Context: an optimization exercise on an open-source flow, tuned for small area and a short achievable clock period. The choices shown serve that exercise and are no tape-out recipe. The RTL was checked by simulation tests, not by an equivalence proof against the original design.

==> run a: inputs <==
## ALUTop
module ALUTop(Clk, ALUControl, A, B, Hi_in, Lo_in, ALUResult, Zero, Hi_out, Lo_out);
export LEC_CHECK = 0
export ABC_AREA = 1
export CAP_MARGIN = 35
export CORE_MARGIN = 2
export CORE_UTILIZATION = 40
export SLEW_MARGIN = 35
export SYNTH_HIERARCHICAL = 1
export SYNTH_MINIMUM_KEEP_SIZE = 0
create_clock -name core_clock -period 14.0 [get_ports {Clk}]
standard.sh (not shown) runs the stock make flow with config.mk's settings and CLKGATE_MAP_FILE= SYNTH_SCRIPT=/design/flow/synth_recipe.tcl, a recipe that flattens the netlist after the stock synthesis.
==> flow/flow/run.sh <==
#!/bin/bash
set -euo pipefail
export SETUP_SLACK_MARGIN=7.5
bash standard.sh > standard.log 2>&1
==> run b (differences from run a) <==
==> flow/flow/run.sh (replaced) <==
#!/bin/bash
set -euo pipefail
export SETUP_SLACK_MARGIN=7.5
export BUFFER_PORTS_ARGS="-buffer_cell sky130_fd_sc_hd__buf_1"
bash standard.sh > standard.log 2>&1
- CAP_MARGIN: 35 -> 30
- SLEW_MARGIN: 35 -> 30
==> run c (differences from run a) <==
--- a/flow/design.v
+++ b/flow/design.v
@@ -1,21 +1,23 @@
 `timescale 1ns / 1ps
-module ALU32Bit(ALUControl, A, B, ALUResult, Zero, Hi_in, Lo_in, Hi_out, Lo_out);
+module ALU32Bit(ALUControl, op_ar, op_neg, op_hl, bone, btwo, bneg, bhi, bn16, A, B, ALUResult, Zero, Hi_in, Lo_in, Hi_out, Lo_out);
     input [5:0] ALUControl;
+    input op_ar;                        
+    input op_neg;                       
+    input op_hl;                        
+    input [15:0] bone, btwo, bneg;
+    input bhi;                          
+    input bn16;                         
     input [31:0] A;
     input [31:0] B;
     input [31:0] Hi_in;
     input [31:0] Lo_in;
     output [31:0] ALUResult;
     output Zero;
     output [31:0] Hi_out;
     output [31:0] Lo_out;
-    wire op_ar, op_neg, op_hl, bhi, bn16;
-    wire [15:0] bone, btwo, bneg;
-    BoothEnc benc(.ALUControl(ALUControl), .B(B), .op_ar(op_ar), .op_neg(op_neg), .op_hl(op_hl),
-                  .bone(bone), .btwo(btwo), .bneg(bneg), .bhi(bhi), .bn16(bn16));
     wire op_mul  = (ALUControl == 6'h05);
     wire op_mult = (ALUControl == 6'h06) | (ALUControl == 6'h07);
     wire op_mthi = (ALUControl == 6'h21);
     wire op_mtlo = (ALUControl == 6'h22);
     wire op_add  = (ALUControl[5:2] == 4'b0000) | (ALUControl == 6'h25);
     wire op_sub  = (ALUControl == 6'h04);
@@ -1305,42 +1307,12 @@
             6'h2B : r = {31'b0, ~A[31] & a_nz};
             6'h2C : r = {31'b0, ~A[31]};
             default : r = 32'b0;
         endcase
     end
 endmodule
-module BoothEnc(ALUControl, B, op_ar, op_neg, op_hl, bone, btwo, bneg, bhi, bn16);
-    input [5:0] ALUControl;
-    input [31:0] B;
-    output op_ar, op_neg, op_hl, bhi, bn16;
-    output [15:0] bone, btwo, bneg;
-    assign op_ar = (ALUControl[5:2] == 4'b0000) | (ALUControl == 6'h25) | (ALUControl == 6'h04) |
-                 (ALUControl == 6'h16) | (ALUControl == 6'h17) | (ALUControl == 6'h1F) | (ALUControl == 6'h20);
-    assign op_neg = (ALUControl == 6'h04) | (ALUControl == 6'h16) | (ALUControl == 6'h17) |
-                  (ALUControl == 6'h1F) | (ALUControl == 6'h20);
-    assign op_hl = (ALUControl == 6'h08) | (ALUControl == 6'h09);
-    wire op_msub = (ALUControl == 6'h09);
-    wire [33:0] bx = {1'b0, B, 1'b0};     
-    genvar jj;
-    generate
-        for (jj = 0; jj < 16; jj = jj + 1) begin : benc
-            wire b0 = bx[2*jj];
-            wire b1 = bx[2*jj+1];
-            wire b2 = bx[2*jj+2];
-            if (jj == 0) begin : r0
-                assign bone[jj] = (b1 ^ b0) | op_ar;
-            end else begin : rj
-                assign bone[jj] = (b1 ^ b0) & ~op_ar;
-            end
-            assign btwo[jj] = ((b2 & ~b1 & ~b0) | (~b2 & b1 & b0)) & ~op_ar;
-            assign bneg[jj] = (b2 & ~op_ar) ^ op_msub;
-        end
-    endgenerate
-    assign bhi = B[31] & ~op_ar;         
-    assign bn16 = B[31] & op_msub;       
-endmodule
 module ALUOut(hp, hg, op_hilo, op_low, op_slt, hi_o, lo_o, r, ALUResult, Zero, Hi_out, Lo_out, ltu);
     input [63:0] hp, hg;                  
     input op_hilo, op_low, op_slt;
     input [31:0] hi_o, lo_o, r;
     output [31:0] ALUResult;
     output Zero;
@@ -1388,19 +1360,54 @@
     input [5:0] ALUControl;
     input [31:0] A, B, Hi_in, Lo_in;
     output reg [31:0] ALUResult;
     output reg Zero;
     output reg [31:0] Hi_out, Lo_out;
     reg [5:0] ctl_q;
+    reg ar_q;       
+    reg neg_q;      
+    reg hl_q;       
+    reg [15:0] bone_q, btwo_q, bneg_q;
+    reg bhi_q, bn16_q;
+    wire ar_d = (ALUControl[5:2] == 4'b0000) | (ALUControl == 6'h25) | (ALUControl == 6'h04) |
+                (ALUControl == 6'h16) | (ALUControl == 6'h17) | (ALUControl == 6'h1F) | (ALUControl == 6'h20);
+    wire msub_d = (ALUControl == 6'h09);
+    wire [33:0] bx = {1'b0, B, 1'b0};     
+    wire [15:0] bone_d, btwo_d, bneg_d;
+    genvar j;
+    generate
+        for (j = 0; j < 16; j = j + 1) begin : benc
+            wire b0 = bx[2*j];
+            wire b1 = bx[2*j+1];
+            wire b2 = bx[2*j+2];
+            if (j == 0) begin : r0
+                assign bone_d[j] = (b1 ^ b0) | ar_d;
+            end else begin : rj
+                assign bone_d[j] = (b1 ^ b0) & ~ar_d;
+            end
+            assign btwo_d[j] = ((b2 & ~b1 & ~b0) | (~b2 & b1 & b0)) & ~ar_d;
+            assign bneg_d[j] = (b2 & ~ar_d) ^ msub_d;
+        end
+    endgenerate
     reg [31:0] a_q, b_q, hi_q, lo_q;
     wire [31:0] res_d, hi_d, lo_d;
     wire zero_d;
-    ALU32Bit alu(.ALUControl(ctl_q), .A(a_q), .B(b_q), .ALUResult(res_d), .Zero(zero_d),
+    ALU32Bit alu(.ALUControl(ctl_q), .op_ar(ar_q), .op_neg(neg_q), .op_hl(hl_q),
+                 .bone(bone_q), .btwo(btwo_q), .bneg(bneg_q), .bhi(bhi_q), .bn16(bn16_q), .A(a_q), .B(b_q), .ALUResult(res_d), .Zero(zero_d),
                  .Hi_in(hi_q), .Lo_in(lo_q), .Hi_out(hi_d), .Lo_out(lo_d));
     always @(posedge Clk) begin
         ctl_q <= ALUControl;
+        ar_q <= ar_d;
+        neg_q <= (ALUControl == 6'h04) | (ALUControl == 6'h16) | (ALUControl == 6'h17) |
+                 (ALUControl == 6'h1F) | (ALUControl == 6'h20);
+        hl_q <= (ALUControl == 6'h08) | (ALUControl == 6'h09);
+        bone_q <= bone_d;
+        btwo_q <= btwo_d;
+        bneg_q <= bneg_d;
+        bhi_q <= B[31] & ~ar_d;
+        bn16_q <= B[31] & msub_d;
         a_q <= A;
         b_q <= B;
         hi_q <= Hi_in;
         lo_q <= Lo_in;
         ALUResult <= res_d;
         Zero <= zero_d;
==> flow/flow/run.sh (replaced) <==
#!/bin/bash
set -euo pipefail
export SETUP_SLACK_MARGIN=8
export BUFFER_PORTS_ARGS="-buffer_cell sky130_fd_sc_hd__buf_1"
bash standard.sh > standard.log 2>&1
- CAP_MARGIN: 35 -> 30
- SLEW_MARGIN: 35 -> 30
==> run summary <==
- Maximum frequency: run a < run b < run c.
- In run c the flip-flop and latch count is higher than in run a, by 53.
- Worst hold slack: run c is higher than run a (0.019 ns).
- Final area: run a > run b > run c.
- Register-to-register slack: run a < run b < run c.
==> figures <==
                                                  run a       run b       run c
Status                         timing/DRC/antenna clean  timing/DRC/antenna clean  timing/DRC/antenna clean
Nonclk buf count                                    482         486         400
Worst setup endpoint                         Hi_out[26]  Hi_out[21]  Lo_out[24]
Register-to-register setup slack                7.17 ns     7.31 ns     7.97 ns
Number of cells on the critical path                 31          31          18
Placed cell area                              45150 µm²   43630 µm²   44650 µm²
Origin of the worst setup path                 ctl_q[2]    ctl_q[2]      a_q[1]
Vias per cell                                     6.416       6.327       6.460
Number of buffers created by CTS                     27          30          36
Detailed placer's ending HPWL                  144.1 mm    143.3 mm    145.0 mm
Antenna diodes                                        9           2          11
Total detailed-routing wirelength              210.7 mm    207.6 mm    213.4 mm
Delay of the slowest cell on the worst path     0.57 ns     0.55 ns     0.61 ns

-- static timing again, ports no longer ideal --
Ports are ideal in the flow. The routed layouts listed here were re-timed in OpenROAD.
Step 1, drivers: a clkbuf_16 drives Clk and a buf_2 each remaining input, both assumed.
Step 2 also shifts input and output timing later by t, the mid clock arrival at the registers, as if the neighbouring blocks saw the same clock.
a / b / c = ideal ports / drivers / drivers and shift; a / b = the first two.
| run | t, ns | setup WS [ns] | hold WS [ns] | worst setup path after step 2 | slew at the worst register clock pin (ns) |
|---|---|---|---|---|---|
| run a | 0.685 | 7.173 / 7.173 / 7.173 | 0.562 / 0.562 / 0.562 | register to register | 0.07 / 0.07 |
| run b | 0.708 | 7.312 / 7.312 / 7.312 | 0.560 / 0.560 / 0.560 | register to register | 0.07 / 0.07 |
| run c | 0.668 | 7.967 / 7.967 / 7.967 | 0.580 / 0.580 / 0.580 | register to register | 0.08 / 0.08 |
After both steps setup and hold are still met in every run listed.
